This is an optimization exercise on Yosys and OpenROAD, whose aim is small area, a short achievable clock period and few clock cycles, not a production implementation.
Only simulation tests tie the RTL to the original design; equivalence was not proved.
No activity file was given, so power comes from the tool's default toggle rates.

==> flow/design.v <==
module AMC(clk, rst, ascii_in, ready, valid, result);
input clk;
input rst;
input ready;
input [7:0] ascii_in;
output valid;
output [6:0] result;
reg  [6:0] c;         
reg        v;         
wire is_eq    = c[4] & c[3] & c[2];
wire is_digit = c[6] | (c[4] & ~(c[3] & c[2]));
wire is_op    = ~c[6] & ~c[4];
wire is_open  = is_op & ~c[1] & ~c[0];
wire is_close = is_op & ~c[2] & ~c[1] & c[0];
wire is_addsub = is_op & c[0] & (c[1] | c[2]);
wire is_minus = c[2];
wire [3:0] d  = c[6] ? (c[3:0] + 4'd9) : c[3:0];
reg  [6:0] A, T, C;
reg        f;         
reg  [6:0] p;         
reg  [6:0] sA0, sC0, sA1, sC1, sA2;
wire [6:0] sum  = A + T;
wire [6:0] prod = T * d;
always @(posedge clk)
    c <= ascii_in[6:0];
always @(posedge clk or posedge rst) begin
    if (rst)
        v <= 1'b0;
    else
        v <= ~(v & is_eq);
end
always @(posedge clk) begin
    if (!v) begin
        A <= 7'd0;
        T <= 7'd1;
        C <= 7'd1;
        f <= 1'b1;
    end
    else if (is_digit) begin
        T <= prod;
        f <= 1'b0;
    end
    else if (is_addsub) begin
        A <= sum;
        T <= is_minus ? -C : C;
        f <= 1'b0;
    end
    else if (is_open) begin
        p <= {p[5:0], ~f};
        if (!f) begin
            sA0 <= A;  sC0 <= C;
            sA1 <= sA0; sC1 <= sC0;
            sA2 <= sA1;
            A <= 7'd0;
            C <= T;
        end
        f <= 1'b1;
    end
    else if (is_close) begin
        p <= {1'b0, p[6:1]};
        T <= sum;
        if (p[0]) begin
            A <= sA0;  C <= sC0;
            sA0 <= sA1; sC0 <= sC1;
            sA1 <= sA2; sC1 <= 7'd1;
        end
        else
            A <= 7'd0;
        f <= 1'b0;
    end
end
assign valid  = v & is_eq;
assign result = sum;
endmodule
==> flow/run.sh <==
#!/bin/bash
# synth_recipe.tcl (not shown) runs the flow's synth.tcl, then flattens the netlist and writes it again
# the make line also repeats each setting of config.mk as NAME=value (left out here)
make -C /OpenROAD-flow-scripts/flow DESIGN_CONFIG=/design/flow/config.mk WORK_HOME=/design/flow/orfs CLKGATE_MAP_FILE= SYNTH_SCRIPT=/design/flow/synth_recipe.tcl finish
==> flow/config.mk <==
export PLATFORM = sky130hd
export DESIGN_NAME = AMC
export DESIGN_NICKNAME = AMC
export VERILOG_FILES = /design/flow/design.v
export SDC_FILE = /design/flow/constraint.sdc
export NUM_CORES = 4
export LEC_CHECK = 0
export CAP_MARGIN = 20
export CORE_MARGIN = 2
export CORE_UTILIZATION = 40
export SLEW_MARGIN = 20
==> flow/constraint.sdc <==
create_clock -name core_clock -period 10.0 [get_ports {clk}]
set_input_delay 2.0000 -clock core_clock [delete_from_list [all_inputs] [get_ports {clk}]]
set_output_delay 2.0000 -clock core_clock [all_outputs]
set_load 0.01 [all_outputs]
==> impl_metrics.json, run 1 <==
{
  "maxCapViolCount": 0,
  "critPathSlowestCell": "clkdlybuf4s50_1",
  "yosysSeqAreaShare_pct": 47.3,
  "worstSkewPairLatency_ns": 0.35,
  "cts_resized": 0,
  "yosys_warnings": 1,
  "worstSetupPathType": "reg2out",
  "fin_crit_ns": 5.22,
  "dp_hpwl_mm": 6.05,
  "dr_wl_met3_um": 395,
  "synthCells": 413,
  "vias": 2900,
  "overflow": 0,
  "first_global_vias": 2868,
  "tightestPinTransition_ns": 0.821,
  "final_common_cell": "nand2_1",
  "grt_max_degree": 41,
  "hold_class": "reg2reg",
  "core-area_um2": 9640,
  "layout_common_cells": "101 x nand2_1, 42 x edfxtp_1, 32 x nor2_1",
  "htree_levels": 3,
  "slew_viol_final": 0,
  "die_y_um": 103,
  "nNetsFinal": 455,
  "n_antenna_cell": 0,
  "finalCritPeriodShare_pct": 52.2,
  "io_buffer_count": 15,
  "critPathLaunchType": "register",
  "cts_tree": "yes",
  "wire_per_inst_um": 15.8,
  "rows": 36,
  "cpLargestDelayFamily": "compound AO/OA/AOI/OAI gates",
  "synth-edff-count": 42,
  "outcome": "timing/DRC/antenna clean",
  "post_cts_buffers": 0,
  "initialDrtViolationCount": 216,
  "finalSetupTns_ns": 0,
  "dieArea_um2": 10600,
  "wirelength_mm": 8.84,
  "worstPathArrival_ns": 3.22,
  "crit_chain": "ha_1 > inv_1 > fa_1 > nor2b_1 > o31a_1 > o32ai_1 > a311oi_1 > clkdlybuf4s50_1",
  "drive_above_1_share_pct": 6.57,
  "clockPowerShare_pct": 22.3,
  "fin_area_um2": 4340,
  "clk_pin_slew_ns": 0.08,
  "area_growth_pct": 11.3,
  "track_usage_pct": 18.9,
  "drt-pass1-iter-count": 5,
  "met2_wirelength_mm": 4.00,
  "async_flop_share_pct": 1.41,
  "finalHoldViolations": 0,
  "final_cell_count_no_fill": 559,
  "ys_ff_latch": 71,
  "internal_power_uw": 652,
  "skew_ns": 0.00859,
  "p_per_area_nw_per_um2": 234,
  "yosys_most_used_dff": "edfxtp_1",
  "max_stage_delay_ns": 0.67,
  "fin_util_pct": 45.1,
  "avgViaCountPerCell": 5.19,
  "placed_cell_area_um2": 4150,
  "cp.required_ns": 8.00,
  "die_w_um": 103,
  "antenna_found_initial": 0,
  "rsz0062_at_grt": "false",
  "p_leak_uw": 0.00175,
  "p_comb_share_pct": 40.1,
  "sw_frac_of_total_pct": 35.7,
  "top_layer_used": "met4",
  "grt_pass1_wl_mm": 14.9,
  "place_congestion": 0.856,
  "power_frac_seq_pct": 37.6,
  "path_max_fanout": 6,
  "synth_area_um2": 3900,
  "cts_sinks": 71,
  "drcViolationCount": 0,
  "max_slew_margin_pct": 45.1,
  "ios": 19,
  "placed_cells": 543,
  "syn_area_per_cell_um2": 9.45,
  "cts-root-buf": "clkbuf_8",
  "max_freq_ghz": 0.191,
  "holdBufCountCts": 0,
  "peakVddDrop_mv": 0.151,
  "cts_buffers": 9,
  "clock_path_buffers": 2,
  "ant_nets": 0,
  "p_sw_uw": 362,
  "synth_nets": 447,
  "yosysUniqueCellTypes": 53,
  "path_buf_inv": 2,
  "setup_viol": 0,
  "initial_utilization_pct": 40.5,
  "wl_met1_mm": 4.30,
  "cp-end-kind": "output pin"
}
==> per-layer routing <==
layer  up-vias  GRT usage (%)
met5         -              0
met4         0           5.67
met3        10           5.63
met2        53           29.4
met1      1396           25.7
li1       1441              -
==> synth_stat cells (all sizes together), types with 3 or more instances <==
| library cell | instances | area [um^2] |
|---|---|---|
| a21o | 4 | 30.0 |
| nand2b | 8 | 50.1 |
| xor2 | 6 | 52.6 |
| fa | 8 | 160 |
| nand2 | 101 | 379 |
| inv | 18 | 67.6 |
| and2 | 14 | 87.6 |
| a21boi | 3 | 22.5 |
| nor2b | 10 | 62.6 |
| buf | 7 | 47.5 |
| xnor2 | 7 | 61.3 |
| o21ai | 18 | 90.1 |
| edfxtp | 42 | 1260 |
| o211ai | 4 | 30.0 |
| a311oi | 7 | 61.3 |
| a211oi | 11 | 82.6 |
| clkbuf | 15 | 56.3 |
| ha | 15 | 188 |
| a21oi | 15 | 78.8 |
| dfxtp | 28 | 561 |
| a22oi | 7 | 52.6 |
| nor2 | 32 | 120 |
==> logic make-up after synthesis <==
| group | Yosys count | share of synthesized area [%] |
|---|---|---|
| xor gates and xnor gates | 15 | 4.07 |
| buffers and inverters | 40 | 4.39 |
| DFF | 71 | 47.3 |
| and+or+nand+nor | 181 | 20.8 |
| muxes | 2 | 0.545 |
| AOI/OAI and AO/OA | 81 | 14.0 |
| adders and majority gates | 23 | 8.92 |
==> power by group through the flow <==
stage               sequential [uW]  clock, uW  combinational [uW]
global placement                388          0                 389
detailed placement              389          0                 402
floorplan                       365          0                 284
global route                    387        249                 452
finish                          381        226                 407
CTS                             382        234                 407
==> flip-flops by register name, summed over array words and instances (netlist names) <==
| signal | count |
|---|---|
| c | 6 |
| sA2 | 7 |
| sC0 | 7 |
| sC1 | 7 |
| sA0 | 7 |
| T | 7 |
| p | 7 |
| f | 1 |
| C | 7 |
| v | 1 |
| A | 7 |
| sA1 | 7 |
==> per-stage QoR <==
| step | setup slack (ns) | power, uW | hold slack [ns] |
|---|---|---|---|
| global route | 4.63 | 1090 | 0.479 |
| finish | 4.78 | 1010 | 0.464 |
| detailed placement | 5.25 | 791 | 0.435 |
| CTS | 4.82 | 1020 | 0.457 |
| global placement | 5.25 | 778 | 0.433 |
| floorplan | 6.20 | 649 | 0.426 |
==> layout make-up <==
| type | count | area [um^2] |
|---|---|---|
| inverter | 18 | 67.6 |
| timing repair buffer | 19 | 180 |
| fill | 964 | 5300 |
| sequential | 71 | 1850 |
| clock inverter | 6 | 62.6 |
| multi-input combinational | 302 | 1890 |
| clock buffer | 10 | 128 |
| tap | 133 | 166 |
==> final timing paths <==
check	startpoint	end	slack, ns	depth (start not counted)
setup / recovery	T[0]$_SDFFE_PN1P_	result[6]	4.78	8
hold / removal	sA1[1]$_DFFE_PP_	sA2[1]$_DFFE_PP_	0.46	0
setup reg to reg	c[2]$_DFF_P_	T[6]$_SDFFE_PN0P_	5.83	14
hold reg to reg	sA1[1]$_DFFE_PP_	sA2[1]$_DFFE_PP_	0.46	0
max in group asynchronous	rst	v$_DFF_PP0_	8.13	2
min in group asynchronous	rst	v$_DFF_PP0_	1.78	2
Testbench counts, summed over its fixed seeds: cycles 23,394.
==> run 2: changes to the inputs <==
==> flow/design.v (replaced) <==
module AMC(clk, rst, ascii_in, ready, valid, result);
input clk;
input rst;
input ready;
input [7:0] ascii_in;
output valid;
output [6:0] result;
wire [7:0] a = ascii_in;
wire       a_digit = a[6] | (a[4] & ~(a[3] & a[2]));
wire       a_op    = ~a[6] & ~a[4];
wire [3:0] a_val   = a[6] ? {1'b0, a[2:0]} + 4'd9 : a[3:0];
wire       a_open  = a_op & ~a[1] & ~a[0];
wire       a_close = a_op & ~a[2] & ~a[1] & a[0];
wire       a_addsub = a_op & a[0] & (a[1] | a[2]);
wire       a_mark  = (a_op & a[2] & a[0]) | (~a_op & ~a_digit);    
reg        k;         
reg  [3:0] q;         
reg        v;         
wire is_eq     = ~k & q[3] & ~q[2];
wire is_addsub = ~k & q[2];
wire is_minus  = q[3];
wire is_open   = ~k & q[0];
wire is_close  = ~k & q[1];
always @(posedge clk) begin
    k <= a_digit;
    q <= a_digit ? a_val : {a_mark, a_addsub, a_close, a_open};
end
reg        valid_r;   
always @(posedge clk or posedge rst) begin
    if (rst) begin
        v <= 1'b0;
        valid_r <= 1'b0;
    end
    else begin
        v <= ~(v & is_eq) & ~valid_r;
        valid_r <= v & is_eq;
    end
end
reg  [6:0] A, T, C;
reg        f;         
reg  [6:0] p;         
reg  [6:0] sA0, sC0, sA1, sC1, sA2;
wire [6:0] sum  = A + T;
wire [6:0] prod = T * q;
always @(posedge clk) begin
    if (!v) begin
        A <= 7'd0;
        T <= 7'd1;
        C <= 7'd1;
        f <= 1'b1;
    end
    else if (k) begin
        T <= prod;
        f <= 1'b0;
    end
    else if (is_addsub | is_eq) begin
        A <= sum;
        T <= is_minus ? -C : C;
        f <= 1'b0;
    end
    else if (is_open) begin
        p <= {p[5:0], ~f};
        if (!f) begin
            sA0 <= A;  sC0 <= C;
            sA1 <= sA0; sC1 <= sC0;
            sA2 <= sA1;
            A <= 7'd0;
            C <= T;
        end
        f <= 1'b1;
    end
    else if (is_close) begin
        p <= {1'b0, p[6:1]};
        T <= sum;
        if (p[0]) begin
            A <= sA0;  C <= sC0;
            sA0 <= sA1; sC0 <= sC1;
            sA1 <= sA2; sC1 <= 7'd1;
        end
        else
            A <= 7'd0;
        f <= 1'b0;
    end
end
assign valid  = valid_r;
assign result = A;
endmodule
==> flow/flow/run.sh (new file) <==
#!/bin/bash
set -euo pipefail
bash standard.sh SETUP_SLACK_MARGIN=7 "BUFFER_PORTS_ARGS=-buffer_cell sky130_fd_sc_hd__buf_2" finish > standard_flow.log 2>&1
==> flow/standard.sh (new file) <==
#!/bin/bash
# synth_recipe.tcl (not shown) runs the flow's synth.tcl, then flattens the netlist and writes it again
# the make line also repeats each setting of config.mk as NAME=value (left out here)
make -C /OpenROAD-flow-scripts/flow DESIGN_CONFIG=/design/flow/config.mk WORK_HOME=/design/flow/orfs CLKGATE_MAP_FILE= SYNTH_SCRIPT=/design/flow/synth_recipe.tcl "${@:-finish}"
removed: flow/run.sh
==> run 2 against run 1 <==
Against the previous run:
- maximum frequency increased by 77%
- clock power rose by 12%
- sequential share of layout area decreased by 0.55 points
- largest power group is now sequential cells
- sequential cell count did not move
- worst setup slack gained 2.3 ns
- non-clock buffer count is 4 higher
- via count up 6.6%
- still clean
- routed wire length is 2.8% higher
==> impl_metrics.json, run 2 <==
{
  "grt_max_degree": 44,
  "cts_sinks": 71,
  "p_leak_uw": 0.00181,
  "min_path_cells": 1,
  "placed_cell_area_um2": 4180,
  "cts_buffers": 9,
  "ys_ff_latch": 71,
  "r2r_end": "T[6]$_SDFFE_PN0P_",
  "finalHoldViolations": 0,
  "place_congestion": 0.845,
  "slew_viol_final": 0,
  "power_frac_seq_pct": 40.6,
  "crit_chain": "buf_2",
  "finalSetupTns_ns": 0,
  "yosysTopAreaCellShare_pct": 31.6,
  "finalCritPeriodShare_pct": 29.4,
  "first_global_vias": 2924,
  "min-delay-start": "valid_r$_DFF_PP0_",
  "setup_ws_ns": 7.06,
  "tightestPinTransition_ns": 0.996,
  "path_max_fanout": 4,
  "synthMuxAreaShare_pct": 0.282,
  "fillCellCount": 992,
  "synth_compound_area_share_pct": 15.4,
  "cp.required_ns": 8.00,
  "synth_top_family_by_area": "simple AND/OR/NAND/NOR gates",
  "antenna_found_initial": 0,
  "critPathSlowestCell": "dfxtp_1",
  "path_buf_inv": 1,
  "worstPathArrival_ns": 0.94,
  "reg2reg_depth": 11,
  "holdBufCountCts": 0,
  "synthCells": 432,
  "nNetsFinal": 477,
  "clock_path_buffers": 2,
  "layout_common_cells": "111 x nand2_1, 42 x edfxtp_1, 30 x nor2_1",
  "synthTopCellsByArea": "edfxtp_1 32%, dfxtp_1 14%, nand2_1 10%, ha_1 4.7%, fa_1 4.0%",
  "worstSkewPairLatency_ns": 0.34,
  "r2r_slack_ns": 7.18,
  "internal_power_uw": 631,
  "wirelength_mm": 9.09,
  "clk_pin_slew_ns": 0.08,
  "cts_tree": "yes",
  "p_comb_share_pct": 33.3,
  "ios": 19,
  "peakVddDrop_mv": 0.0894,
  "cpLargestDelayFamily": "flip-flops",
  "htree_levels": 3,
  "io_buffer_count": 15,
  "async_flop_share_pct": 2.82,
  "ant_nets": 0,
  "grt_pass1_wl_mm": 15.1,
  "syn_area_per_cell_um2": 9.24,
  "synth.most_common_cell": "nand2_1",
  "hold_class": "reg2reg",
  "n_antenna_cell": 0,
  "synth_nets": 466,
  "yosysUniqueCellTypes": 53,
  "clockPowerShare_pct": 26.0,
  "synthTopCellsByCount": "111 x nand2_1, 42 x edfxtp_1, 30 x nor2_1",
  "overflow": 0,
  "track_usage_pct": 17.6,
  "die_y_um": 104,
  "area_growth_pct": 12.1,
  "final_common_cell": "nand2_1",
  "drcViolationCount": 0,
  "yosys.area.top_type": "edfxtp_1",
  "max_stage_delay_ns": 0.44,
  "wire_per_inst_um": 15.7,
  "initial_utilization_pct": 41.0,
  "yosys_most_used_dff": "edfxtp_1",
  "setup_viol": 0,
  "vias": 3090,
  "initialDrtViolationCount": 187,
  "yosys.area_share.simple_pct": 21.8,
  "skew_ns": 0.00953,
  "fin_area_um2": 4470,
  "yosys_warnings": 1,
  "avgViaCountPerCell": 5.32,
  "crit-reg2reg-launch": "T[1]$_SDFFE_PN0P_",
  "synth-xor-area-share_pct": 3.07,
  "synthAdderAreaFrac_pct": 8.72,
  "hold_end": "v$_DFF_PP0_",
  "fin_crit_ns": 2.94,
  "critPathLaunchType": "register",
  "dieArea_um2": 10800,
  "outcome": "timing/DRC/antenna clean",
  "p_total_uw": 967,
  "maxCapViolCount": 0,
  "die_w_um": 104,
  "core-area_um2": 9730,
  "yosysSeqAreaShare_pct": 46.4,
  "worstSetupPathType": "reg2out",
  "synth-edff-count": 42,
  "cts-root-buf": "clkbuf_8",
  "sw_frac_of_total_pct": 34.8,
  "synth_area_um2": 3990,
  "pre_cts_ws_ns": 6.55,
  "rows": 36,
  "max_freq_ghz": 0.340,
  "cp-end-kind": "output pin",
  "drt-pass1-iter-count": 5,
  "fin_util_pct": 46.0,
  "p_sw_uw": 336,
  "dp_hpwl_mm": 6.27,
  "p_per_area_nw_per_um2": 216,
  "drive_above_1_share_pct": 14.3,
  "rsz0062_at_grt": "false",
  "max_slew_margin_pct": 33.3
}
[run 2: cell count changes in the layout (fill, tap and decap cells not counted), moves of 6 or more]
| cell | before | now |
|---|---|---|
| buf_2 | 0 | 16 |
| clkdlybuf4s50_1 | 15 | 0 |
| nand2_1 | 101 | 111 |
| dfxtp_1 | 28 | 19 |
| a211oi_1 | 11 | 3 |
| dfxtp_4 | 0 | 6 |
| nor2b_1 | 9 | 3 |
[run 2: worst max path at each step]
stage / cells past startpoint / start / slack, ns / to
3_3_place_gp: 12 / q[3]$_DFF_P_ / 6.62 / T[6]$_SDFFE_PN0P_
4_1_cts: 12 / q[2]$_DFF_P_ / 7.02 / T[6]$_SDFFE_PN0P_
6_report: 1 / A[6]$_SDFFE_PN0P_ / 7.06 / result[6]
5_1_grt: 1 / A[6]$_SDFFE_PN0P_ / 7.02 / result[6]
2_1_floorplan: 14 / q[3]$_DFF_P_ / 7.02 / T[6]$_SDFFE_PN0P_
3_5_place_dp: 12 / q[3]$_DFF_P_ / 6.55 / T[6]$_SDFFE_PN0P_
[run 2: cells by family after synthesis]
logic type,Yosys count
muxes,1
AOI/OAI and AO/OA,89
and+or+nand+nor,192
xor gates and xnor gates,14
DFF,71
adders and majority gates,23
buffers and inverters,42
[run 2: what timing repair did]
action                     4_1_cts  5_1_grt
pin swaps                        0        4
gates resized for setup          8        8
setup endpoints to repair        4        2
setup buffers                    2        2
[run 2: power by group through the flow]
| stage | combinational (uW) | clock, uW | sequential (uW) |
|---|---|---|---|
| 2_1_floorplan | 247 | 0 | 375 |
| 3_3_place_gp | 298 | 0 | 402 |
| 3_5_place_dp | 307 | 0 | 401 |
| 4_1_cts | 312 | 257 | 393 |
| 5_1_grt | 365 | 270 | 397 |
| 6_report | 322 | 252 | 393 |
[run 2: worst register-to-register path, cell delays in order (launching register included)]
cell	delay, ns
dfxtp_4	0.37
and2_1	0.16
fa_1	0.53
inv_1	0.05
fa_1	0.52
inv_1	0.06
ha_4	0.25
a21o_1	0.16
a21oi_2	0.17
xnor2_2	0.13
xnor2_1	0.15
o221ai_1	0.13
[run 2: final cells by class]
class                           instances  area (um^2)  area share [%]
Multi-Input combinational cell        319         2010            44.9
Sequential cell                        71         1880            42.0
Tap cell                              133          166            3.72
Timing Repair Buffer                   23          133            2.97
Clock buffer                            9          124            2.77
Clock inverter                          7         95.1            2.13
Inverter                               19         71.3            1.59
[run 2: stage by stage]
step	cells	hold slack, ns
2_1_floorplan	432	0.426
3_3_place_gp	561	0.421
3_5_place_dp	561	0.425
4_1_cts	579	0.434
5_1_grt	581	0.457
6_report	581	0.429
[run 2: per-layer routing]
metal  GRT usage (%)  up-vias  wire length [um]
met1            24.6     1485              4420
met4            4.34        0                62
met3            4.14        5               461
met2            27.6       81              4150
li1                -     1519                 -
met5               0        -                 0
Testbench counts of run 2, summed over its fixed seeds: cycles 25,794.
==> run 3: changes to the inputs <==
==> flow/design.v (replaced) <==
module AMC(clk, rst, ascii_in, ready, valid, result);
input clk;
input rst;
input ready;
input [7:0] ascii_in;
output reg valid;
output [6:0] result;
wire [7:0] a = ascii_in;
wire       is_digit = a[6] | (a[4] & ~(a[3] & a[2]));
wire       is_op    = ~a[6] & ~a[4];
wire       is_open  = is_op & ~a[1] & ~a[0];
wire       is_close = is_op & ~a[2] & ~a[1] & a[0];
wire       is_mul   = is_op & a[1] & ~a[0];
wire       is_plus  = is_op & a[1] & a[0];
wire       is_minus = is_op & a[2] & a[0];
wire       is_eq    = ~is_op & ~is_digit;
wire       d0 = a[0] ^ a[6];
wire       d1 = a[1] ^ (a[6] & a[0]);
wire       d2 = a[6] ? (a[2] | (a[1] & a[0])) : a[2];
wire       d3 = a[6] | a[3];
reg  [6:0] A, Ta, C;
reg  [4:0] Tb;
reg        f;         
reg  [6:0] p;         
reg  [6:0] sA0, sC0, sA1, sC1, sA2;
reg        qo;        
reg        qs;        
reg        qc;        
reg        qr;        
wire       ptop = qc ? p[1] : p[0];
wire [6:0] tA   = qr ? sA1 : sA0;
wire [6:0] tC   = qr ? sC1 : sC0;
wire [6:0] T    = Ta + {Tb, 2'b00};
wire [6:0] S    = A + T;
wire [6:0] negC = -C;
wire [6:0] Ta2  = {Ta[5:0], 1'b0};
wire [6:0] Ta3  = Ta + Ta2;
wire go  = ~valid;
wire dg  = go & is_digit;
wire g1  = dg & d0 & ~d1;             
wire g2  = dg & ~d0 & d1;
wire g3  = dg & d0 & d1;
wire h1  = dg & d2 & ~d3;             
wire h2  = dg & ~d2 & d3;
wire h3  = dg & d2 & d3;
wire tm  = go & is_mul;
wire tp  = go & is_plus;
wire tn  = go & is_minus;
wire tc  = go & is_close;
wire th  = go & (is_open | is_eq);    
wire as  = go & (is_plus | is_minus | is_eq);
wire pop = go & is_close & ptop;
wire ah  = go & ~qs & (is_digit | is_mul | is_open);
wire [6:0] Ta_n = ({7{g1 | th}} & Ta) | ({7{g2}} & Ta2) | ({7{g3}} & Ta3) |
                  ({7{tm}} & T) | ({7{tp}} & C) | ({7{tn}} & negC) |
                  ({7{tc}} & S) | {6'd0, valid};
wire [4:0] Tb_n = ({5{h1}} & Ta[4:0]) | ({5{h2}} & Ta2[4:0]) | ({5{h3}} & Ta3[4:0]);
wire [6:0] A_n  = ({7{as}} & S) | ({7{pop}} & tA) | ({7{ah}} & A);
wire [6:0] C_n  = ({7{qs}} & Ta) | ({7{pop}} & tC) | ({7{~qs & ~pop & go}} & C) |
                  {6'd0, valid};
always @(posedge clk or posedge rst) begin
    if (rst) begin
        valid <= 1'b0;
        A <= 7'd0;
        Ta <= 7'd1;
        Tb <= 5'd0;
        C <= 7'd1;
        f <= 1'b1;
        qo <= 1'b0;
        qs <= 1'b0;
        qc <= 1'b0;
        qr <= 1'b0;
    end
    else begin
        valid <= go & is_eq;
        A <= A_n;
        Ta <= Ta_n;
        Tb <= Tb_n;
        C <= C_n;
        f <= valid | is_open;
        qo <= go & is_open;
        qs <= go & is_open & ~f;
        qc <= go & is_close;
        qr <= pop;
    end
end
always @(posedge clk) begin
    if (qs) begin
        sA0 <= A;  sC0 <= C;
        sA1 <= sA0; sC1 <= sC0;
        sA2 <= sA1;
    end
    else if (qr) begin
        sA0 <= sA1; sC0 <= sC1;
        sA1 <= sA2; sC1 <= 7'd1;
    end
    if (qo)
        p <= {p[5:0], qs};
    else if (qc)
        p <= {1'b0, p[6:1]};
end
assign result = A;
endmodule
==> flow/flow/run.sh (replaced) <==
#!/bin/bash
# The standard layout (standard synthesis unchanged), with:
#  - a tighter setup repair target, so the resizer works on the real
#    critical paths (the SDC and its clock period are not changed);
#  - port buffers of a plain buffer cell;
#  - a clock tree of clkbuf_4 without dummy loads;
#  - a denser placement.
set -euo pipefail
bash standard.sh \
  SETUP_SLACK_MARGIN=6.8 \
  "BUFFER_PORTS_ARGS=-buffer_cell sky130_fd_sc_hd__buf_2" \
  "CTS_ARGS=-sink_clustering_enable -repair_clock_nets -dont_use_dummy_load -buf_list sky130_fd_sc_hd__clkbuf_4" \
  finish > standard_flow.log 2>&1
--- a/flow/config.mk
+++ b/flow/config.mk
@@ -7,5 +7,6 @@
 export LEC_CHECK = 0
 export CAP_MARGIN = 20
 export CORE_MARGIN = 2
-export CORE_UTILIZATION = 40
+export CORE_UTILIZATION = 65
+export PLACE_DENSITY = 0.75
 export SLEW_MARGIN = 20
==> run 3 against run 2 <==
Against the previous run:
- sequential power grew 9.9%
- hold slack gained 0.026 ns
- total power shrank 4.0%
- worst setup slack lost 0.22 ns
- critical path type unchanged
- highest routed layer unchanged
==> impl_metrics.json, run 3 <==
{
  "outcome": "timing/DRC/antenna clean",
  "max_freq_ghz": 0.316,
  "multi_input_area_um2": 2010,
  "setup_viol": 0,
  "power_frac_seq_pct": 46.6,
  "peakVddDrop_mv": 0.132,
  "wl_met1_mm": 3.74,
  "async_flop_share_pct": 43.2,
  "drive_above_1_share_pct": 23.0,
  "crit_chain": "buf_2",
  "met2_wirelength_mm": 4.03,
  "ant_nets": 0,
  "dp_hpwl_mm": 5.78,
  "clock_path_buffers": 2,
  "fin_crit_ns": 3.17,
  "yosys_warnings": 1,
  "ys_ff_latch": 74,
  "clk_pin_slew_ns": 0.09,
  "finalSetupTns_ns": 0,
  "synthTopCellsByArea": "edfxtp_1 21%, dfrtp_1 18%, mux2_2 9.9%, dfxtp_1 7.1%, ha_1 5.4%",
  "track_usage_pct": 27.2,
  "drt-pass1-iter-count": 5,
  "max_stage_delay_ns": 0.57,
  "critPathSlowestCell": "dfrtp_1",
  "path_max_fanout": 9,
  "fillCellCount": 418,
  "tightestPinTransition_ns": 0.916,
  "sw_frac_of_total_pct": 37.4,
  "holdBufCountCts": 0,
  "finalCritPeriodShare_pct": 31.7,
  "r2r_slack_ns": 7.06,
  "wirelength_mm": 8.38,
  "p_total_uw": 928,
  "synth.most_common_cell": "mux2_2",
  "die_y_um": 82.1,
  "maxCapViolCount": 0,
  "regArea_um2": 1930,
  "core-area_um2": 5920,
  "cp.required_ns": 8.00,
  "cts-root-buf": "clkbuf_4",
  "synthCells": 361,
  "die_w_um": 82.1,
  "wire_per_inst_um": 18.5,
  "htree_levels": 3,
  "clockPowerShare_pct": 14.3,
  "synthTopCellsByCount": "35 x mux2_2, 29 x a21oi_1, 29 x dfrtp_1, 29 x nand2_1, 28 x edfxtp_1",
  "place_congestion": 0.904,
  "antenna_found_initial": 0,
  "p_sw_uw": 347,
  "overflow": 0,
  "synth-edff-count": 28,
  "internal_power_uw": 581,
  "grt_pass1_wl_mm": 13.5,
  "yosysTopAreaCellShare_pct": 21.2,
  "yosysSeqAreaShare_pct": 48.6,
  "rsz0062_at_grt": "true",
  "skew_ns": 0.0227,
  "critPathLaunchType": "register",
  "n_antenna_cell": 0,
  "synth_area_um2": 3970,
  "cts_sinks": 74,
  "synth_nets": 392,
  "yosysUniqueCellTypes": 53,
  "worstSkewPairLatency_ns": 0.41,
  "worstSetupPathType": "reg2out",
  "cts_buffers": 9,
  "slew_viol_final": 0,
  "yosys_most_used_dff": "dfrtp_1",
  "ios": 19,
  "finalHoldViolations": 0,
  "dieArea_um2": 6740,
  "p_per_area_nw_per_um2": 216,
  "initialDrtViolationCount": 202,
  "drcViolationCount": 0,
  "grt_max_degree": 56,
  "io_buffer_count": 15,
  "syn_area_per_cell_um2": 11.0,
  "worstPathArrival_ns": 1.17,
  "rows": 28,
  "yosys.area.top_type": "edfxtp_1",
  "nNetsFinal": 411,
  "dr_wl_met3_um": 402,
  "layout_common_cells": "35 x mux2_2, 29 x a21oi_1, 28 x dfrtp_1, 28 x nand2_1, 28 x edfxtp_1",
  "path_buf_inv": 1,
  "p_comb_share_pct": 39.1,
  "area_growth_pct": 8.52,
  "cp-end-kind": "output pin",
  "top_layer_used": "met4",
  "hold_class": "reg2reg",
  "vias": 2868,
  "initial_utilization_pct": 67.0,
  "p_leak_uw": 0.00183,
  "max_slew_margin_pct": 38.5,
  "cpLargestDelayFamily": "flip-flops",
  "final_common_cell": "mux2_2",
  "cts_tree": "yes",
  "first_global_vias": 2698,
  "avgViaCountPerCell": 6.33
}
## run 3: cell count changes after synthesis, moves of 6 or more
| cell | before | now |
|---|---|---|
| nand2_1 | 111 | 29 |
| a22oi_1 | 7 | 13 |
| a21oi_1 | 16 | 29 |
| edfxtp_1 | 42 | 28 |
| o211ai_1 | 7 | 1 |
| dfxtp_1 | 27 | 14 |
| mux2_2 | 1 | 35 |
| nor2_1 | 30 | 23 |
| inv_1 | 19 | 13 |
| dfrtp_1 | 2 | 29 |
| and2_1 | 16 | 8 |
## run 3: cell type report
type	count	share of cell area (%)
Sequential cell	74	44.8
Timing Repair inverter	1	0.116
Timing Repair Buffer	21	3.29
Multi-Input combinational cell	259	46.7
Inverter	14	1.34
Clock buffer	9	1.57
Tap cell	75	2.18
## run 3: power groups by stage
stage	clock (uW)	sequential (uW)	combinational, uW
floorplan	0	424	272
global placement	0	435	343
detailed placement	0	438	357
CTS	132	431	360
global route	146	441	408
finish	133	432	363
## run 3: path summary, 6_finish.rpt
check | startpoint | to | cells past startpoint
setup / recovery | valid$_DFF_PP0_ | valid | 1
hold / removal | sA1[1]$_DFFE_PP_ | sA2[1]$_DFFE_PP_ | 0
setup reg to reg | Ta[2]$_DFF_PP0_ | Ta[6]$_DFF_PP0_ | 11
hold reg to reg | sA1[1]$_DFFE_PP_ | sA2[1]$_DFFE_PP_ | 0
max in group asynchronous | rst | Ta[0]$_DFF_PP1_ | 3
min in group asynchronous | rst | A[0]$_DFF_PP0_ | 3
## run 3: metal layers
layer,vias to the layer above,global-route usage (%)
met5,-,0
met4,0,11.5
met3,18,4.67
met2,108,42.4
met1,1381,37.8
li1,1361,-
## run 3: per-stage QoR
| stage | cell area, um^2 | std cells | hold WS [ns] | setup slack (ns) | util (%) |
|---|---|---|---|---|---|
| after floorplan | 4010 | 361 | 0.420 | 6.77 | - |
| after global placement | 4150 | 440 | 0.424 | 6.25 | 70.0 |
| after detailed placement | 4150 | 440 | 0.441 | 6.17 | 70.0 |
| after CTS | 4230 | 449 | 0.454 | 6.79 | 71.4 |
| after global routing | 4300 | 453 | 0.459 | 6.79 | 72.7 |
| final | 4300 | 453 | 0.455 | 6.83 | 72.7 |
## run 3: cells by family (layout without fill, tap and decap cells)
family          after synthesis  after routing  share of synthesized area, %
buf+inv                      28             45                          2.78
mux                          40             40                          11.2
compound gates               96             96                          16.1
xor+xnor                     17             17                          3.76
fa+ha+maj                    20             20                          6.88
flops                        74             74                          48.6
simple gates                 86             86                          10.7
## run 3: repair_timing
action,4_1_cts,5_1_grt
setup endpoints to repair,11,11
resized for setup,4,16
pin swaps,0,6
gates cloned,0,1
buffers inserted,0,3
Testbench counts of run 3, summed over its fixed seeds: cycles 23,394.
==> run 4: changes to the inputs <==
==> flow/design.v (replaced) <==
module AMC(clk, rst, ascii_in, ready, valid, result);
input clk;
input rst;
input ready;
input [7:0] ascii_in;
output reg valid;
output [6:0] result;
wire [7:0] a = ascii_in;
reg  [6:0] A, Ta, C;
reg  [4:0] Tb;
reg        ph;        
reg        f;         
reg  [6:0] p;         
reg  [6:0] sA0, sC0, sA1, sC1, sA2;
reg        qo;        
reg        qs;        
reg        qc;        
reg        qr;        
wire       ptop = qc ? p[1] : p[0];
wire [6:0] Ae   = qr ? sA0 : (qc ? 7'd0 : A);
wire [6:0] Ce   = qr ? sC0 : C;
wire [6:0] T    = Ta + {Tb, 2'b00};
wire [6:0] S    = Ae + T;
wire [6:0] negC = -Ce;
wire [6:0] Ta2  = {Ta[5:0], 1'b0};
wire [6:0] Ta3  = Ta + Ta2;
wire go  = ~valid;
wire g0  = go & ~ph;                  
wire g1x = go & ph;                   
wire o_open = ~a[6] & ~a[4];
wire g1  = g0 & ~a[1] & ((~a[6] & (a[0] | ~a[4])) | (a[6] & ~a[0]));
wire g2  = g0 & ((~a[6] & a[1] & ~a[0]) | (a[6] & ~a[1] & a[0]));
wire g3  = g0 & ((~a[6] & a[1] & a[0]) | (a[6] & a[1] & ~a[0]));
wire h1  = g0 & ~a[6] & ~a[3] & a[2];
wire h2  = g0 & ((~a[6] & a[3] & a[4]) | (a[6] & ~a[2] & ~(a[1] & a[0])));
wire h3  = g0 & a[6] & (a[2] | (a[1] & a[0]));
wire tm  = g1x & ~a[0];               
wire tp  = g1x & a[0] & a[1];         
wire tn  = g1x & a[0] & a[2];         
wire tc  = g1x & a[0] & ~a[1] & ~a[2];    
wire is_eq = g1x & a[4];
wire as  = g1x & a[0] & (a[1] | a[2]);    
wire pop = tc & ptop;
wire ah  = (g0 & ~qs) | tm | tc;
wire [6:0] Ta_n = ({7{g1}} & Ta) | ({7{g2}} & Ta2) | ({7{g3}} & Ta3) |
                  ({7{tm}} & T) | ({7{tp}} & Ce) | ({7{tn}} & negC) |
                  ({7{tc}} & S) | {6'd0, valid};
wire [4:0] Tb_n = ({5{h1}} & Ta[4:0]) | ({5{h2}} & Ta2[4:0]) | ({5{h3}} & Ta3[4:0]);
wire [6:0] A_n  = ({7{as}} & S) | ({7{ah}} & Ae);
wire [6:0] C_n  = ({7{qs}} & Ta) | ({7{~qs & go}} & Ce) |
                  {6'd0, valid};
always @(posedge clk or posedge rst) begin
    if (rst) begin
        valid <= 1'b0;
        A <= 7'd0;
        Ta <= 7'd1;
        Tb <= 5'd0;
        C <= 7'd1;
        ph <= 1'b0;
        f <= 1'b1;
        qo <= 1'b0;
        qs <= 1'b0;
        qc <= 1'b0;
        qr <= 1'b0;
    end
    else begin
        valid <= is_eq;
        ph <= go & (ph ? a[0] & ~a[1] & ~a[2] : ~o_open);
        A <= A_n;
        Ta <= Ta_n;
        Tb <= Tb_n;
        C <= C_n;
        f <= valid | (~ph & o_open);
        qo <= g0 & o_open;
        qs <= g0 & o_open & ~f;
        qc <= tc;
        qr <= pop;
    end
end
always @(posedge clk) begin
    if (qs) begin
        sA0 <= A;  sC0 <= C;
        sA1 <= sA0; sC1 <= sC0;
        sA2 <= sA1;
    end
    else if (qr) begin
        sA0 <= sA1; sC0 <= sC1;
        sA1 <= sA2; sC1 <= 7'd1;
    end
    if (qo)
        p <= {p[5:0], qs};
    else if (qc)
        p <= {1'b0, p[6:1]};
end
assign result = A;
endmodule
==> flow/flow/run.sh (replaced) <==
#!/bin/bash
# The standard layout (standard synthesis unchanged), with:
#  - a tighter setup repair target, so the resizer works on the real
#    critical paths (the SDC and its clock period are not changed);
#  - no buffer removal by the repair, so every port keeps its buffer;
#  - port buffers of a plain buffer cell;
#  - a clock tree of clkbuf_8 without dummy loads;
set -euo pipefail
bash standard.sh \
  SETUP_SLACK_MARGIN=7.05 \
  SKIP_BUFFER_REMOVAL=1 \
  "BUFFER_PORTS_ARGS=-buffer_cell sky130_fd_sc_hd__buf_4" \
  "CTS_ARGS=-sink_clustering_enable -repair_clock_nets -dont_use_dummy_load -buf_list sky130_fd_sc_hd__clkbuf_8" \
  finish > standard_flow.log 2>&1
==> run 4 against run 3 <==
Against the previous run:
- maximum frequency is 6.4% higher
- register-to-register slack better by 0.23 ns
- hold slack worse by 0.0050 ns
- clock power is 34% higher
- clock-buffer cell count stayed put
- critical path depth is 6 higher
- sequential share of layout area is 0.94 points higher
- die area is 4.5% higher
- sequential power is 9.3% higher
- critical path type is now in2reg
- largest cell class is now sequential cells
==> impl_metrics.json, run 4 <==
{
  "initialDrtViolationCount": 244,
  "slew_viol_final": 0,
  "critPathLaunchType": "input port",
  "die_w_um": 83.9,
  "ios": 19,
  "io_buffer_count": 15,
  "yosysSeqAreaShare_pct": 50.3,
  "dieArea_um2": 7050,
  "overflow": 0,
  "cp-end-kind": "register",
  "drt-pass1-iter-count": 4,
  "grt_max_degree": 48,
  "n_antenna_cell": 0,
  "synth_area_um2": 4150,
  "core-area_um2": 6280,
  "synth-edff-count": 42,
  "nNetsFinal": 394,
  "avgViaCountPerCell": 6.42,
  "finalSetupTns_ns": 0,
  "max_freq_ghz": 0.336,
  "antenna_found_initial": 0,
  "ys_ff_latch": 75,
  "synth_nets": 375,
  "syn_area_per_cell_um2": 12.0,
  "setup_ws_ns": 7.02,
  "critPathSlowestCell": "or3b_4",
  "maxCapViolCount": 0,
  "place_congestion": 0.942,
  "outcome": "timing/DRC/antenna clean",
  "ant_nets": 0,
  "first_global_vias": 2719,
  "pre_cts_ws_ns": 6.63,
  "layout_common_cells": "42 x edfxtp_1, 30 x mux2_2, 27 x dfrtp_1",
  "synth.most_common_cell": "edfxtp_1",
  "yosys_warnings": 1,
  "holdBufCountCts": 0,
  "wire_per_inst_um": 19.9,
  "htree_levels": 3,
  "die_y_um": 83.9,
  "cts_buffers": 9,
  "area_growth_pct": 10.3,
  "synthCells": 345,
  "drive_above_1_share_pct": 24.6,
  "finalCritPeriodShare_pct": 29.8,
  "grt_pass1_wl_mm": 14.0,
  "clk_pin_slew_ns": 0.07,
  "clock_path_buffers": 2,
  "p_leak_uw": 0.00184,
  "async_flop_share_pct": 44.0,
  "p_per_area_nw_per_um2": 251,
  "cp_common_cell": "buf_12",
  "cpLargestDelayFamily": "compound AO/OA/AOI/OAI gates",
  "worstSkewPairLatency_ns": 0.35,
  "initial_utilization_pct": 66.2,
  "worstPathArrival_ns": 3.24,
  "path_max_fanout": 8,
  "peakVddDrop_mv": 0.141,
  "fin_crit_ns": 2.98,
  "finalHoldViolations": 0,
  "max_slew_margin_pct": 53.7,
  "wirelength_mm": 8.75,
  "crit_chain": "buf_12 > buf_12 > or3b_4 > a21oi_4 > a221o_1 > a211oi_2 > o221ai_1",
  "skew_ns": 0.0253,
  "cts_sinks": 75,
  "yosys_most_used_dff": "edfxtp_1",
  "max_stage_delay_ns": 0.39,
  "synthTopCellsByArea": "edfxtp_1 30%, dfrtp_1 18%, mux2_2 8.1%, ha_1 4.8%, xnor2_1 2.3%",
  "yosysUniqueCellTypes": 59,
  "tightestPinTransition_ns": 0.687,
  "path_buf_inv": 2,
  "final_common_cell": "edfxtp_1",
  "hold_class": "reg2reg",
  "dp_hpwl_mm": 6.02,
  "drcViolationCount": 0,
  "yosys.area.top_type": "edfxtp_1",
  "rsz0062_at_grt": "true",
  "cts_tree": "yes",
  "cp.required_ns": 10.26,
  "worstSetupPathType": "in2reg",
  "vias": 2820,
  "yosysTopAreaCellShare_pct": 30.4,
  "track_usage_pct": 26.0,
  "rows": 29,
  "synthTopCellsByCount": "42 x edfxtp_1, 30 x dfrtp_1, 30 x mux2_2",
  "setup_viol": 0,
  "cts-root-buf": "clkbuf_8"
}
==> run 4: cell count changes in the layout (fill, tap and decap cells not counted), moves of 5 or more <==
cell,previous run,this run
dfxtp_1,14,0
buf_4,6,18
nand2b_1,3,9
buf_2,11,0
clkbuf_8,0,9
o21a_1,0,7
a21oi_1,29,11
clkbuf_4,10,0
a22oi_1,13,3
nand2_1,28,23
mux2_2,35,30
nor2_1,22,12
edfxtp_1,28,42
==> run 4: cell type report <==
class / count / area [um^2]
fill: 430 / 1700
clock buffer: 9 / 124
multi-input combinational: 239 / 1990
timing repair buffer: 23 / 218
inverter: 16 / 60.1
sequential: 75 / 2090
tap: 77 / 96.3
==> run 4: path summary, 6_finish.rpt <==
path	startpoint	endpoint	slack (ns)	depth (start not counted)
setup / recovery	ascii_in[0]	Ta[5]$_DFF_PP0_	7.02	7
hold / removal	sA1[5]$_DFFE_PP_	sA2[5]$_DFFE_PP_	0.45	0
setup reg to reg	qr$_DFF_PP0_	A[6]$_DFF_PP0_	7.29	10
hold reg to reg	sA1[5]$_DFFE_PP_	sA2[5]$_DFFE_PP_	0.45	0
max in group asynchronous	rst	Ta[2]$_DFF_PP0_	7.91	3
min in group asynchronous	rst	A[4]$_DFF_PP0_	1.73	3
==> run 4: metal layers <==
layer,global-route usage (%),share of wire [%],vias up
li1,-,-,1323
met1,36.3,45,1409
met2,41.0,48,76
met3,4.75,4.9,12
met4,9.82,1.6,0
met5,0,0,-
==> run 4: where the power goes <==
group          internal [uW]  leakage, uW  switching [uW]
logic                    223     0.000963             276
registers                406     0.000815            66.1
clock network           80.3    0.0000647            97.8
total                    709      0.00184             440
==> run 4: metrics by stage <==
step,utilization [%],area (um^2),hold WS (ns),instances,power [uW]
6_report,73.0,4580,0.450,439,1150
4_1_cts,71.3,4470,0.456,434,1130
3_5_place_dp,69.0,4330,0.436,424,952
5_1_grt,73.0,4580,0.467,439,1220
3_3_place_gp,69.0,4330,0.426,424,936
2_1_floorplan,-,4230,0.422,345,824
==> run 4: repair_timing <==
action | 4_1_cts | 5_1_grt
resized for setup | 3 | 12
gates cloned | 0 | 0
endpoints found under the hold margin | 0 | 0
endpoints found under the setup margin | 4 | 5
setup buffers | 1 | 5
pin swaps | 2 | 5
==> run 4: worst reg2reg max path: stages, from the launching register on <==
cell and delay, ns:
dfrtp_2 0.70, nand2b_1 0.18, o21a_1 0.15, inv_1 0.05, ha_1 0.20, fa_1 0.43, a211oi_1 0.22, o21bai_1 0.11
a21oi_1 0.16, xnor3_1 0.29, o22ai_1 0.15
==> run 4: kinds of logic (layout without fill, tap and decap cells) <==
group	Yosys count	count (layout)	share of synthesized area, %
xor+xnor	17	17	3.92
fa+ha+maj	19	19	6.27
compound gates	82	82	14.6
mux	39	39	10.4
simple gates	82	82	10.7
flops	75	75	50.3
buf+inv	31	48	3.73
Testbench counts of run 4, summed over its fixed seeds: cycles 23,394.
==> run 5: changes to the inputs <==
--- a/flow/design.v
+++ b/flow/design.v
@@ -54,13 +54,9 @@
         valid <= 1'b0;
         A <= 7'd0;
         Ta <= 7'd1;
-        Tb <= 5'd0;
         C <= 7'd1;
         ph <= 1'b0;
         f <= 1'b1;
-        qo <= 1'b0;
-        qs <= 1'b0;
-        qc <= 1'b0;
         qr <= 1'b0;
     end
     else begin
@@ -68,14 +64,16 @@
         ph <= go & (ph ? a[0] & ~a[1] & ~a[2] : ~o_open);
         A <= A_n;
         Ta <= Ta_n;
-        Tb <= Tb_n;
         C <= C_n;
         f <= valid | (~ph & o_open);
-        qo <= g0 & o_open;
-        qs <= g0 & o_open & ~f;
-        qc <= tc;
         qr <= pop;
     end
+end
+always @(posedge clk) begin
+    Tb <= Tb_n;
+    qo <= g0 & o_open;
+    qs <= g0 & o_open & ~f;
+    qc <= tc;
 end
 always @(posedge clk) begin
     if (qs) begin
==> run 5 against run 4 <==
Against the previous run:
- global-route usage shrank 0.38 points
- highest routed layer unchanged
- synthesized area decreased by 0.96%
- final cell count shrank 1.8%
- clock power hardly changed
- largest power group unchanged
- routed wire length down 4.6%
- combinational power fell by 3%
==> impl_metrics.json, run 5 <==
{
  "skew_ns": 0.0213,
  "yosysTopAreaCellShare_pct": 30.7,
  "cts-root-buf": "clkbuf_8",
  "finalHoldViolations": 0,
  "max_slew_margin_pct": 48.9,
  "initial_utilization_pct": 68.3,
  "p_leak_uw": 0.00177,
  "fin_crit_ns": 2.96,
  "die_y_um": 83.6,
  "yosysUniqueCellTypes": 60,
  "async_flop_share_pct": 33.3,
  "wl_met1_mm": 3.88,
  "synthTopCellsByCount": "42 x edfxtp_1, 30 x mux2_2, 25 x nand2_1",
  "r2r_end": "Ta[6]$_DFF_PP0_",
  "synth.most_common_cell": "edfxtp_1",
  "tightestPinTransition_ns": 0.759,
  "p_per_area_nw_per_um2": 255,
  "worstPathArrival_ns": 3.22,
  "htree_levels": 3,
  "worstSetupPathType": "in2reg",
  "synthCells": 345,
  "synth_nets": 375,
  "ios": 19,
  "ant_nets": 0,
  "synth_top_family_by_area": "compound AO/OA/AOI/OAI gates",
  "cp-startpoint": "ascii_in[6]",
  "clock_path_buffers": 2,
  "layout_common_cells": "42 x edfxtp_1, 30 x mux2_2, 23 x nand2_1",
  "max_freq_ghz": 0.338,
  "cts_sinks": 75,
  "critPathLaunchType": "input port",
  "drive_above_1_share_pct": 23.3,
  "cts_buffers": 9,
  "yosys.area_share.simple_pct": 10.8,
  "syn_area_per_cell_um2": 11.9,
  "setup_viol": 0,
  "holdBufCountCts": 0,
  "reg2reg_depth": 10,
  "final_common_cell": "edfxtp_1",
  "cp-end-kind": "register",
  "synthTopCellsByArea": "edfxtp_1 31%, dfrtp_1 13%, mux2_2 8.2%, ha_1 4.9%, dfxtp_1 3.9%",
  "antenna_found_initial": 0,
  "first_global_vias": 2758,
  "synthMuxAreaShare_pct": 10.5,
  "initialDrtViolationCount": 214,
  "clk_pin_slew_ns": 0.06,
  "wire_per_inst_um": 19.4,
  "yosysSeqAreaShare_pct": 49.8,
  "dp_hpwl_mm": 5.94,
  "cts_tree": "yes",
  "synth-edff-count": 42,
  "clockPowerShare_pct": 15.6,
  "path_max_fanout": 14,
  "io_buffer_count": 15,
  "internal_power_uw": 702,
  "synth_area_um2": 4110,
  "synthAdderAreaFrac_pct": 6.33,
  "fillCellCount": 413,
  "yosys_warnings": 1,
  "finalCritPeriodShare_pct": 29.6,
  "rsz0062_at_grt": "true",
  "power_frac_seq_pct": 41.4,
  "outcome": "timing/DRC/antenna clean",
  "maxCapViolCount": 0,
  "grt_pass1_wl_mm": 14.0,
  "top_layer_used": "met4",
  "yosys_most_used_dff": "edfxtp_1",
  "track_usage_pct": 25.6,
  "yosys.area.top_type": "edfxtp_1",
  "sw_frac_of_total_pct": 38.0,
  "hold_class": "reg2reg",
  "place_congestion": 0.913,
  "rows": 28,
  "core-area_um2": 6030,
  "p_sw_uw": 430,
  "crit-reg2reg-launch": "qr$_DFF_PP0_",
  "dieArea_um2": 6980,
  "drcViolationCount": 0,
  "vias": 2744,
  "nNetsFinal": 388,
  "avgViaCountPerCell": 6.37,
  "synth-xor-area-share_pct": 3.95,
  "peakVddDrop_mv": 0.151,
  "p_comb_share_pct": 43.0,
  "n_antenna_cell": 0,
  "drt-pass1-iter-count": 5,
  "ys_ff_latch": 75,
  "area_growth_pct": 8.12,
  "slew_viol_final": 0,
  "wirelength_mm": 8.35,
  "synth_compound_area_share_pct": 14.8,
  "overflow": 0,
  "dr_wl_met3_um": 456,
  "worstSkewPairLatency_ns": 0.35,
  "finalSetupTns_ns": 0,
  "r2r_slack_ns": 7.26,
  "crit_path_end": "Ta[6]$_DFF_PP0_",
  "grt_max_degree": 48,
  "die_w_um": 83.6,
  "met2_wirelength_mm": 3.85,
  "hold_ws_ns": 0.449,
  "cp.required_ns": 10.26
}
## run 5: area by class of cell
cell class / instances / area, um^2 / area share (%)
flip-flops and latches: 75 / 2050 / 46.2
multi-input cells: 239 / 1990 / 44.7
repair buffers: 17 / 128 / 2.87
clock buffers: 9 / 124 / 2.78
well taps: 75 / 93.8 / 2.11
inverters: 16 / 60.1 / 1.35
## run 5: cells by family (layout without fill, tap and decap cells)
| family | after synthesis | in the layout |
|---|---|---|
| AO/OA/AOI/OAI | 82 | 82 |
| AND/OR/NAND/NOR | 82 | 82 |
| flip-flops | 75 | 75 |
| multiplexers | 39 | 39 |
| buffers and inverters | 31 | 42 |
| adder cells (fa/ha/maj) | 19 | 19 |
| XOR/XNOR | 17 | 17 |
## run 5: power groups by stage
stage | combinational (uW) | sequential [uW] | clock (uW)
2_1_floorplan | 364 | 458 | 0
3_3_place_gp | 456 | 476 | 0
3_5_place_dp | 467 | 480 | 0
6_report | 486 | 469 | 177
4_1_cts | 483 | 469 | 177
5_1_grt | 537 | 480 | 191
## run 5: repair_timing
action / in CTS / in global routing
resized for setup: 6 / 1
pin swaps: 2 / 5
setup buffers: 1 / 0
hold endpoints to repair: 0 / 0
setup endpoints to repair: 4 / 3
## run 5: how the worst min path moves through the flow
stage                       endpoint  depth (start not counted)  slack, ns             start
finish              sA2[3]$_DFFE_PP_                          0       0.45  sA1[3]$_DFFE_PP_
global route        sA2[1]$_DFFE_PP_                          0       0.47  sA1[1]$_DFFE_PP_
CTS                 sA2[3]$_DFFE_PP_                          0       0.45  sA1[3]$_DFFE_PP_
detailed placement  sA2[4]$_DFFE_PP_                          0       0.43  sA1[4]$_DFFE_PP_
global placement    sA2[3]$_DFFE_PP_                          0       0.43  sA1[3]$_DFFE_PP_
floorplan           sA2[0]$_DFFE_PP_                          0       0.42  sA1[0]$_DFFE_PP_
## run 5: layer usage
| metal | global-route usage, % | up-vias |
|---|---|---|
| li1 | - | 1303 |
| met1 | 37.1 | 1343 |
| met2 | 38.0 | 83 |
| met3 | 5.64 | 15 |
| met4 | 9.97 | 0 |
| met5 | 0 | - |
## run 5: stage by stage
step                      instance area (um^2)  util [%]  setup WS [ns]  total power [uW]  std cells
after floorplan                           4180         -           6.89               823        345
after global placement                    4280      71.0           6.64               932        421
after detailed placement                  4280      71.0           6.61               947        421
after CTS                                 4440      73.7           7.05              1130        431
after global routing                      4450      73.8           7.02              1210        431
final                                     4450      73.8           7.04              1130        431
## run 5: worst max-delay path, stage by stage
cell and delay, ns:
buf_4 0.17, a2111oi_4 0.63, a221o_1 0.28, a211oi_2 0.04, o211ai_2 0.09
Testbench counts of run 5, summed over its fixed seeds: cycles 23,394.
==> run 6: changes to the inputs <==
--- a/flow/design.v
+++ b/flow/design.v
@@ -27,13 +27,15 @@
 wire go  = ~valid;
 wire g0  = go & ~ph;                  
 wire g1x = go & ph;                   
-wire o_open = ~a[6] & ~a[4];
-wire g1  = g0 & ~a[1] & ((~a[6] & (a[0] | ~a[4])) | (a[6] & ~a[0]));
-wire g2  = g0 & ((~a[6] & a[1] & ~a[0]) | (a[6] & ~a[1] & a[0]));
-wire g3  = g0 & ((~a[6] & a[1] & a[0]) | (a[6] & a[1] & ~a[0]));
-wire h1  = g0 & ~a[6] & ~a[3] & a[2];
-wire h2  = g0 & ((~a[6] & a[3] & a[4]) | (a[6] & ~a[2] & ~(a[1] & a[0])));
-wire h3  = g0 & a[6] & (a[2] | (a[1] & a[0]));
+wire o_open = ~a[4] & a[3];
+wire x04 = ~(a[0] ^ a[4]);
+wire g1  = g0 & ~a[1] & x04;          
+wire g2  = g0 & ~x04 & (a[1] ^ a[0]);     
+wire g3  = g0 & a[1] & x04;           
+wire h1  = g0 & a[4] & ~a[3] & a[2];                      
+wire h2  = g0 & ((a[4] & a[3]) |                          
+                 (~a[4] & ~a[3] & ~a[2] & ~(a[1] & a[0])));   
+wire h3  = g0 & ~a[4] & ~a[3] & (a[2] | (a[1] & a[0]));   
 wire tm  = g1x & ~a[0];               
 wire tp  = g1x & a[0] & a[1];         
 wire tn  = g1x & a[0] & a[2];         
==> run 6 against run 5 <==
Against the previous run:
- largest power group is now sequential cells
- register-to-register slack got worse by 0.03 ns
- first-iteration DRC count decreased by 29%
- clock skew down 0.0055 ns
- still clean
- critical path type unchanged
- clock power hardly changed
- via count shrank 3.0%
- largest cell class unchanged
- sequential cell count unchanged
- final area down 1.6%
- total power increased by 0.35%
==> impl_metrics.json, run 6 <==
{
  "cp-end-kind": "register",
  "n_antenna_cell": 0,
  "initialDrtViolationCount": 153,
  "syn_area_per_cell_um2": 11.8,
  "yosysSeqAreaShare_pct": 50.4,
  "yosys_most_used_dff": "edfxtp_1",
  "synth.most_common_cell": "edfxtp_1",
  "yosysUniqueCellTypes": 58,
  "finalHoldViolations": 0,
  "io_buffer_count": 14,
  "fin_util_pct": 73.1,
  "crit-reg2reg-launch": "qr$_DFF_PP0_",
  "synthTopCellsByCount": "42 x edfxtp_1, 27 x mux2_2, 23 x inv_1",
  "reg2reg_depth": 11,
  "synthCells": 346,
  "avgViaCountPerCell": 6.15,
  "path_max_fanout": 6,
  "drcViolationCount": 0,
  "fin_crit_ns": 2.95,
  "die_w_um": 83.1,
  "synth_area_um2": 4070,
  "max_stage_delay_ns": 0.34,
  "critPathSlowestCell": "a221o_1",
  "ios": 19,
  "dieArea_um2": 6900,
  "hold_class": "reg2reg",
  "rsz0062_at_grt": "true",
  "crit_chain": "buf_4 > xnor2_1 > nor3_4 > a221o_1 > a211oi_2 > o211ai_1",
  "wirelength_mm": 7.66,
  "clock_path_buffers": 2,
  "cts_tree": "yes",
  "area_growth_pct": 7.66,
  "ys_ff_latch": 75,
  "track_usage_pct": 24.4,
  "cts_buffers": 9,
  "yosys_warnings": 1,
  "die_y_um": 83.1,
  "clockPowerShare_pct": 15.4,
  "rows": 28,
  "power_frac_seq_pct": 42.3,
  "nNetsFinal": 392,
  "max_slew_margin_pct": 34.7,
  "cpLargestDelayFamily": "compound AO/OA/AOI/OAI gates",
  "min_path_cells": 0,
  "core-area_um2": 5990,
  "async_flop_share_pct": 33.3,
  "p_per_area_nw_per_um2": 260,
  "hold_end": "sA2[0]$_DFFE_PP_",
  "r2r_end": "A[6]$_DFF_PP0_",
  "grt_pass1_wl_mm": 13.4,
  "wire_per_inst_um": 17.7,
  "yosys.area.top_type": "edfxtp_1",
  "clk_pin_slew_ns": 0.07,
  "dp_hpwl_mm": 5.36,
  "worstPathArrival_ns": 3.18,
  "p_leak_uw": 0.00178,
  "skew_ns": 0.0158,
  "slew_viol_final": 0,
  "finalSetupTns_ns": 0,
  "synth_nets": 378,
  "drt-pass1-iter-count": 8,
  "cp.required_ns": 10.22,
  "worstSkewPairLatency_ns": 0.35,
  "worstSetupPathType": "in2reg",
  "min-delay-start": "sA1[0]$_DFFE_PP_",
  "cts-root-buf": "clkbuf_8",
  "outcome": "timing/DRC/antenna clean",
  "htree_levels": 3,
  "finalCritPeriodShare_pct": 29.5,
  "grt_max_degree": 52,
  "vias": 2661,
  "peakVddDrop_mv": 0.135,
  "maxCapViolCount": 0,
  "tightestPinTransition_ns": 0.974,
  "drive_above_1_share_pct": 23.5,
  "critPathLaunchType": "input port",
  "layout_common_cells": "42 x edfxtp_1, 27 x mux2_2, 21 x inv_1, 21 x nand2_1, 20 x dfrtp_1",
  "p_comb_share_pct": 42.3,
  "holdBufCountCts": 0,
  "sw_frac_of_total_pct": 37.4,
  "synth-edff-count": 42,
  "antenna_found_initial": 0,
  "yosysTopAreaCellShare_pct": 31.0,
  "p_sw_uw": 425,
  "r2r_slack_ns": 7.23,
  "initial_utilization_pct": 67.9,
  "first_global_vias": 2712,
  "overflow": 0,
  "place_congestion": 0.872,
  "internal_power_uw": 711,
  "synthTopCellsByArea": "edfxtp_1 31%, dfrtp_1 14%, mux2_2 7.5%, ha_1 5.5%, dfxtp_1 3.9%",
  "cts_sinks": 75,
  "ant_nets": 0,
  "max_freq_ghz": 0.338,
  "path_buf_inv": 1,
  "final_common_cell": "edfxtp_1",
  "setup_viol": 0
}
==> run 6: cell count changes in the layout (fill, tap and decap cells not counted), moves of 4 or more <==
cell     change
inv_1        +7
mux2i_1      -5
o22ai_1      +5
nor2_1       +7
o21ai_0      -8
mux2i_2      +4
a21oi_1      +4
==> run 6: worst max path at each step <==
stage	from	end	slack (ns)	cells past startpoint
floorplan	ascii_in[1]	Ta[6]$_DFF_PP0_	6.87	7
global placement	ascii_in[0]	Ta[6]$_DFF_PP0_	6.72	6
detailed placement	ascii_in[0]	Ta[6]$_DFF_PP0_	6.70	6
CTS	valid$_DFF_PP0_	valid	7.06	1
global route	ascii_in[0]	Ta[6]$_DFF_PP0_	6.99	6
finish	ascii_in[0]	Ta[6]$_DFF_PP0_	7.05	6
==> run 6: metrics by stage <==
stage	total power (uW)	instances	instance area, um^2	worst slack, ns	hold slack, ns
finish	1140	433	4380	7.05	0.451
global route	1230	433	4380	6.99	0.459
CTS	1140	431	4360	7.06	0.446
detailed placement	958	421	4220	6.70	0.433
global placement	942	421	4220	6.72	0.424
floorplan	839	346	4110	6.87	0.422
==> run 6: logic make-up after synthesis <==
family	Yosys count	synth area share, %
buf+inv	38	4.28
mux	36	10.3
simple gates	84	11.0
fa+ha+maj	21	7.02
flops	75	50.4
xor+xnor	20	4.31
compound gates	72	12.7
==> run 6: repair_timing <==
item	CTS	global route
endpoints found under the setup margin	3	15
gates resized for setup	2	4
pin swaps	0	2
setup buffers	1	2
==> run 6: final cells by class <==
type / count / area (um^2)
well taps: 75 / 93.8
flip-flops and latches: 75 / 2050
multi-input cells: 233 / 1880
inverters: 23 / 91.3
repair buffers: 18 / 139
clock buffers: 9 / 124
fillers: 419 / 1610
==> run 6: routing by layer <==
metal	share of wire [%]	up-vias	track usage, %	routed length [um]
met4	2.0	0	7.90	153
met3	4.5	17	5.47	344
met1	47	1308	34.6	3610
li1	-	1270	-	-
met2	46	66	37.8	3550
met5	0	-	0	0
==> run 6: power groups by stage <==
stage          sequential [uW]  clock (uW)  combinational [uW]
6_report                   481         175                 480
5_1_grt                    492         194                 540
4_1_cts                    481         179                 475
3_5_place_dp               491           0                 466
3_3_place_gp               488           0                 454
2_1_floorplan              470           0                 369
Testbench counts of run 6, summed over its fixed seeds: cycles 23,394.

## re-timing with driven ports
Ports are ideal in the flow. The routed layouts listed here were re-timed in OpenROAD. Step 1: set_driving_cell puts a clkbuf_16 on clk and a buf_2 on each other input, an assumption about the parent block. Step 2 adds t to the input delays and takes it off the output delays; t is the mean of the earliest and latest rising clock arrival at the registers after step 1. Input paths then give back, and output paths get back, about the clock's delay inside the block. Three values: ideal ports, drivers, drivers and shift; two values: the first two.
run | shift t [ns] | setup WS [ns] | worst data-port slew with drivers (ns)
run 1 | 0.378 | 4.777 / 4.746 / 5.123 | 0.03
run 2 | 0.365 | 7.057 / 7.024 / 7.059 | 0.03
run 3 | 0.427 | 6.832 / 6.803 / 6.415 | 0.04
run 4 | 0.373 | 7.022 / 7.006 / 6.633 | 0.06
run 5 | 0.368 | 7.041 / 7.050 / 6.682 | 0.03
run 6 | 0.370 | 7.046 / 7.049 / 6.683 | 0.04
After both steps every run listed still meets setup and hold. For run 3, which loses most, drivers alone change the setup slack by -0.029 ns; drivers and shift together by -0.417 ns.
